Context: an optimization exercise on an open-source flow, tuned for small area, a short achievable clock period and few clock cycles. The choices shown serve that exercise and are no tape-out recipe. No activity file was given, so power comes from the tool's default toggle rates.

## CPU
module CPU(clk, rst, data_out, data_in, address, memwt, reg0);
==> module CPU, before the edit <==
module CPU(clk, rst, data_out, data_in, address, memwt, reg0);
input clk;
input rst;
input [15:0] data_in;
output [15:0] data_out;
output [11:0] address;
output [15:0] reg0;
output memwt;
reg [15:0] regbank [7:0];
reg [11:0] addr;       
reg [11:0] pc;         
reg        zeroflag;
reg [15:0] opa;        
reg [15:0] opb;        
reg ex_alu, ex_ldi, ex_ld, ex_st, ex_mem;
reg [2:0] ex_rd;
reg s_sum, s_and, s_or, s_xor, s_inv;
assign memwt = ex_st;
assign data_out = opa;
assign address = addr;
assign reg0 = regbank[0];
function [15:0] carries;
    input [15:0] x, y;
    reg [15:0] g, p, g1, p1, g2, p2, g3, p3, c;
    integer k;
    begin
        g = x & y;
        p = x ^ y;
        for (k = 0; k < 16; k = k + 1) begin
            if (k & 1) begin
                g1[k] = g[k] | (p[k] & g[k - 1]);
                p1[k] = p[k] & p[k - 1];
            end else begin
                g1[k] = g[k];
                p1[k] = p[k];
            end
        end
        g1[1] = g[1] | ((p[1] & x[0]) & y[0]);
        for (k = 0; k < 16; k = k + 1) begin
            if (k & 2) begin
                g2[k] = g1[k] | (p1[k] & g1[(k & ~3) + 1]);
                p2[k] = p1[k] & p1[(k & ~3) + 1];
            end else begin
                g2[k] = g1[k];
                p2[k] = p1[k];
            end
        end
        for (k = 0; k < 16; k = k + 1) begin
            if (k & 4) begin
                g3[k] = g2[k] | (p2[k] & g2[(k & ~7) + 3]);
                p3[k] = p2[k] & p2[(k & ~7) + 3];
            end else begin
                g3[k] = g2[k];
                p3[k] = p2[k];
            end
        end
        c[0] = 1'b0;
        for (k = 0; k < 15; k = k + 1) begin
            if (k & 8)
                c[k + 1] = g3[k] | (p3[k] & g3[7]);
            else
                c[k + 1] = g3[k];
        end
        c[3] = (g[2] | (p[2] & g[1])) | ((p[2] & p[1]) & g[0]);
        c[5] = (g[4] | (p[4] & g[3])) | ((p[4] & p[3]) & c[3]);
        c[9] = (g[8] | (p[8] & g[7])) | ((p[8] & p[7]) & g3[6]);
        carries = c;
    end
endfunction
wire [15:0] g = opa & opb;
wire [15:0] p = opa ^ opb;
wire [15:0] o = opa | opb;
wire [15:0] carry = carries(opa, opb);     
wire [15:0] logic_res = ({16{s_and}} & g) | ({16{s_or}} & o) | ({16{s_xor}} & p);
wire [15:0] sum0 = p ^ {16{s_inv}};
wire [15:0] res1 = s_sum ? ~sum0 : logic_res;
wire [15:0] res0 = s_sum ? sum0 : logic_res;
wire [15:0] result = (carry & res1) | (~carry & res0);
wire z_add = ~|(p ^ {o[14:0], 1'b0});
wire z_sum = s_inv ? &p : z_add;
wire z_next = (s_sum & z_sum) | (s_and & ~|g) | (s_or & ~|o) | (s_xor & ~|p) |
              ~(s_sum | s_and | s_or | s_xor);
wire [3:0] op = data_in[15:12];
wire [2:0] f = data_in[11:9];
wire [2:0] u = data_in[8:6];
wire [2:0] sa = data_in[8:6];
wire [2:0] sb = data_in[5:3];
wire fetch = ~ex_mem;
wire [11:0] seq = addr + 12'd1;
wire [15:0] rb_bank = regbank[sb];
wire [15:0] ra = (ex_alu && ex_rd == sa) ? result : regbank[sa];
wire [15:0] rb = (ex_alu && ex_rd == sb) ? result : rb_bank;
wire is_alu = (op == 4'h7);
wire un = is_alu & (f == 3'h7);                  
wire sub = is_alu & (f == 3'h1);
wire zf_now = ex_alu ? z_next : zeroflag;
wire ldst = (op == 4'h2) | (op == 4'h3);
wire hazard = ex_alu & (ex_rd == sb);
wire take = (op == 4'h5) | ((op == 4'h4) & zf_now);
wire [15:0] jc = carries({4'h0, seq}, {4'h0, data_in[11:0]});
wire [11:0] target = seq ^ data_in[11:0] ^ jc[11:0];
wire n_rb   = ~rst & fetch & ldst & ~hazard;
wire n_hold = ~rst & fetch & ldst & hazard;
wire n_jmp  = ~rst & fetch & ~ldst & take;
wire n_seq  = ~rst & ((fetch & ~ldst & ~take) | ex_ldi);
wire n_pc   = ~rst & ~fetch & ~ex_ldi;
wire [11:0] addr_next = ({12{n_rb}} & rb_bank[11:0]) | ({12{n_hold}} & addr) |
                        ({12{n_jmp}} & target) | ({12{n_seq}} & seq) |
                        ({12{n_pc}} & pc);
always @(posedge clk) begin
    opa <= un ? {{15{u == 3'h3}}, (u == 3'h2) | (u == 3'h3)} : ra ^ {16{sub}};
    opb <= rb;
    s_inv <= (f == 3'h1) | ((f == 3'h7) & (u == 3'h1));
    s_sum <= (f == 3'h0) | (f == 3'h1) | (un & ~u[2]);
    s_and <= (f == 3'h2);
    s_or  <= (f == 3'h3);
    s_xor <= (f == 3'h4);
    ex_rd <= data_in[2:0];
    if (ex_alu)
        regbank[ex_rd] <= result;
    else if (ex_ldi | ex_ld)
        regbank[ex_rd] <= data_in;
    if (fetch)
        pc <= seq;
    addr <= addr_next;
    if (rst) begin
        zeroflag <= 1'b0;
        {ex_alu, ex_ldi, ex_ld, ex_st, ex_mem} <= 5'b0;
    end else begin
        zeroflag <= zf_now;
        if (fetch & ldst & hazard) begin
            {ex_alu, ex_ldi, ex_ld, ex_st, ex_mem} <= 5'b0;
        end else if (fetch) begin
            ex_alu <= is_alu;
            ex_ldi <= (op == 4'h1);
            ex_ld  <= (op == 4'h2);
            ex_st  <= (op == 4'h3);
            ex_mem <= (op == 4'h1) | ldst;
        end else begin
            {ex_alu, ex_ldi, ex_ld, ex_st, ex_mem} <= 5'b0;
        end
    end
end
endmodule
export LEC_CHECK = 0
export ABC_CLOCK_PERIOD_IN_PS = 3000
export CAP_MARGIN = 5
export CORE_MARGIN = 2
export CORE_UTILIZATION = 50
export CTS_BUF_LIST = sky130_fd_sc_hd__clkbuf_8
export CTS_CLUSTER_DIAMETER = 100
export CTS_CLUSTER_SIZE = 24
export SETUP_SLACK_MARGIN = 5.0
export SLEW_MARGIN = 5
create_clock -name core_clock -period 8.0 [get_ports {clk}]
standard.sh (not shown) runs the stock make flow with config.mk's settings and CLKGATE_MAP_FILE= SYNTH_SCRIPT=/design/flow/synth_recipe.tcl, a recipe that flattens the netlist after the stock synthesis.
==> flow/flow/run.sh <==
#!/bin/bash
# The standard layout (the standard.sh), except that the port buffers are
# plain buf_1 cells: the default choice is a delay cell, slower and larger.
set -euo pipefail
bash standard.sh "BUFFER_PORTS_ARGS=-buffer_cell sky130_fd_sc_hd__buf_1" finish > standard.log 2>&1
The first run completed without violations.
Next try:
--- a/flow/design.v
+++ b/flow/design.v
@@ -5,13 +5,12 @@
 output [15:0] data_out;
 output [11:0] address;
 output [15:0] reg0;
 output memwt;
 reg [15:0] regbank [7:0];
 reg [11:0] addr;       
-reg [11:0] pc;         
 reg        zeroflag;
 reg [15:0] opa;        
 reg [15:0] opb;        
 reg ex_alu, ex_ldi, ex_ld, ex_st, ex_mem;
 reg [2:0] ex_rd;
 reg s_sum, s_and, s_or, s_xor, s_inv;
@@ -68,17 +67,15 @@
     end
 endfunction
 wire [15:0] g = opa & opb;
 wire [15:0] p = opa ^ opb;
 wire [15:0] o = opa | opb;
 wire [15:0] carry = carries(opa, opb);     
-wire [15:0] logic_res = ({16{s_and}} & g) | ({16{s_or}} & o) | ({16{s_xor}} & p);
-wire [15:0] sum0 = p ^ {16{s_inv}};
-wire [15:0] res1 = s_sum ? ~sum0 : logic_res;
-wire [15:0] res0 = s_sum ? sum0 : logic_res;
-wire [15:0] result = (carry & res1) | (~carry & res0);
+wire [15:0] sum = (p ^ {16{s_inv}}) ^ carry;
+wire [15:0] result = ({16{s_sum}} & sum) | ({16{s_and}} & g) |
+                     ({16{s_or}} & o) | ({16{s_xor}} & p);
 wire z_add = ~|(p ^ {o[14:0], 1'b0});
 wire z_sum = s_inv ? &p : z_add;
 wire z_next = (s_sum & z_sum) | (s_and & ~|g) | (s_or & ~|o) | (s_xor & ~|p) |
               ~(s_sum | s_and | s_or | s_xor);
 wire [3:0] op = data_in[15:12];
 wire [2:0] f = data_in[11:9];
@@ -103,28 +100,26 @@
 wire n_hold = ~rst & fetch & ldst & hazard;
 wire n_jmp  = ~rst & fetch & ~ldst & take;
 wire n_seq  = ~rst & ((fetch & ~ldst & ~take) | ex_ldi);
 wire n_pc   = ~rst & ~fetch & ~ex_ldi;
 wire [11:0] addr_next = ({12{n_rb}} & rb_bank[11:0]) | ({12{n_hold}} & addr) |
                         ({12{n_jmp}} & target) | ({12{n_seq}} & seq) |
-                        ({12{n_pc}} & pc);
+                        ({12{n_pc}} & opb[11:0]);
 always @(posedge clk) begin
     opa <= un ? {{15{u == 3'h3}}, (u == 3'h2) | (u == 3'h3)} : ra ^ {16{sub}};
-    opb <= rb;
+    opb <= ldst ? {4'h0, seq} : rb;
     s_inv <= (f == 3'h1) | ((f == 3'h7) & (u == 3'h1));
     s_sum <= (f == 3'h0) | (f == 3'h1) | (un & ~u[2]);
     s_and <= (f == 3'h2);
     s_or  <= (f == 3'h3);
     s_xor <= (f == 3'h4);
     ex_rd <= data_in[2:0];
     if (ex_alu)
         regbank[ex_rd] <= result;
     else if (ex_ldi | ex_ld)
         regbank[ex_rd] <= data_in;
-    if (fetch)
-        pc <= seq;
     addr <= addr_next;
     if (rst) begin
         zeroflag <= 1'b0;
         {ex_alu, ex_ldi, ex_ld, ex_st, ex_mem} <= 5'b0;
     end else begin
         zeroflag <= zf_now;
After rerunning:
- total power came out lower by 2.0%
- maximum frequency came out higher by about 5.6%
- non-clock buffer count came out higher by 11
- setup slack improved by 170 ps
- count of clock-buffer cells in the layout is unchanged
- global-route usage came out higher by 1.1 points
- via count came out higher by about 1.5%
- utilization came out higher by 0.78 points
- cell area came out lower by 1.7%
- sequential share of layout area came out lower by 2.0 points
- hold slack is about the same
- routed wire length came out higher by about 5%
No functional check of the RTL was part of any run of this note.

==> afterwards: timing with drivers on the ports <==
In the flow no input, the clock included, has a driving cell. The finished layouts below were timed again as built, in two steps.
Step 1 assumes that a clkbuf_16 drives the clock port and a buf_2 every other input.
Step 2 times the ports against the registers' clock, not the clock port: input delays grow and output delays shrink by t, the midpoint of the rising clock arrivals with the driver on.
Slacks: no drivers / after step 1 / after step 2; pairs: no drivers / after step 1.
| run | shift t [ns] | slack for setup (ns) | hold slack, ns | clock arrival spread, ns |
|---|---|---|---|---|
| the first run | 0.518 | 4.839 / 4.845 / 4.326 | 0.495 / 0.495 / 0.495 | 0.024 / 0.023 |
| the second run | 0.515 | 5.006 / 4.992 / 4.477 | 0.494 / 0.494 / 0.494 | 0.012 / 0.012 |
After both steps setup and hold are still met in every run listed. For the second run, which loses most, drivers alone change the setup slack by -0.014 ns; drivers and shift together by -0.529 ns.
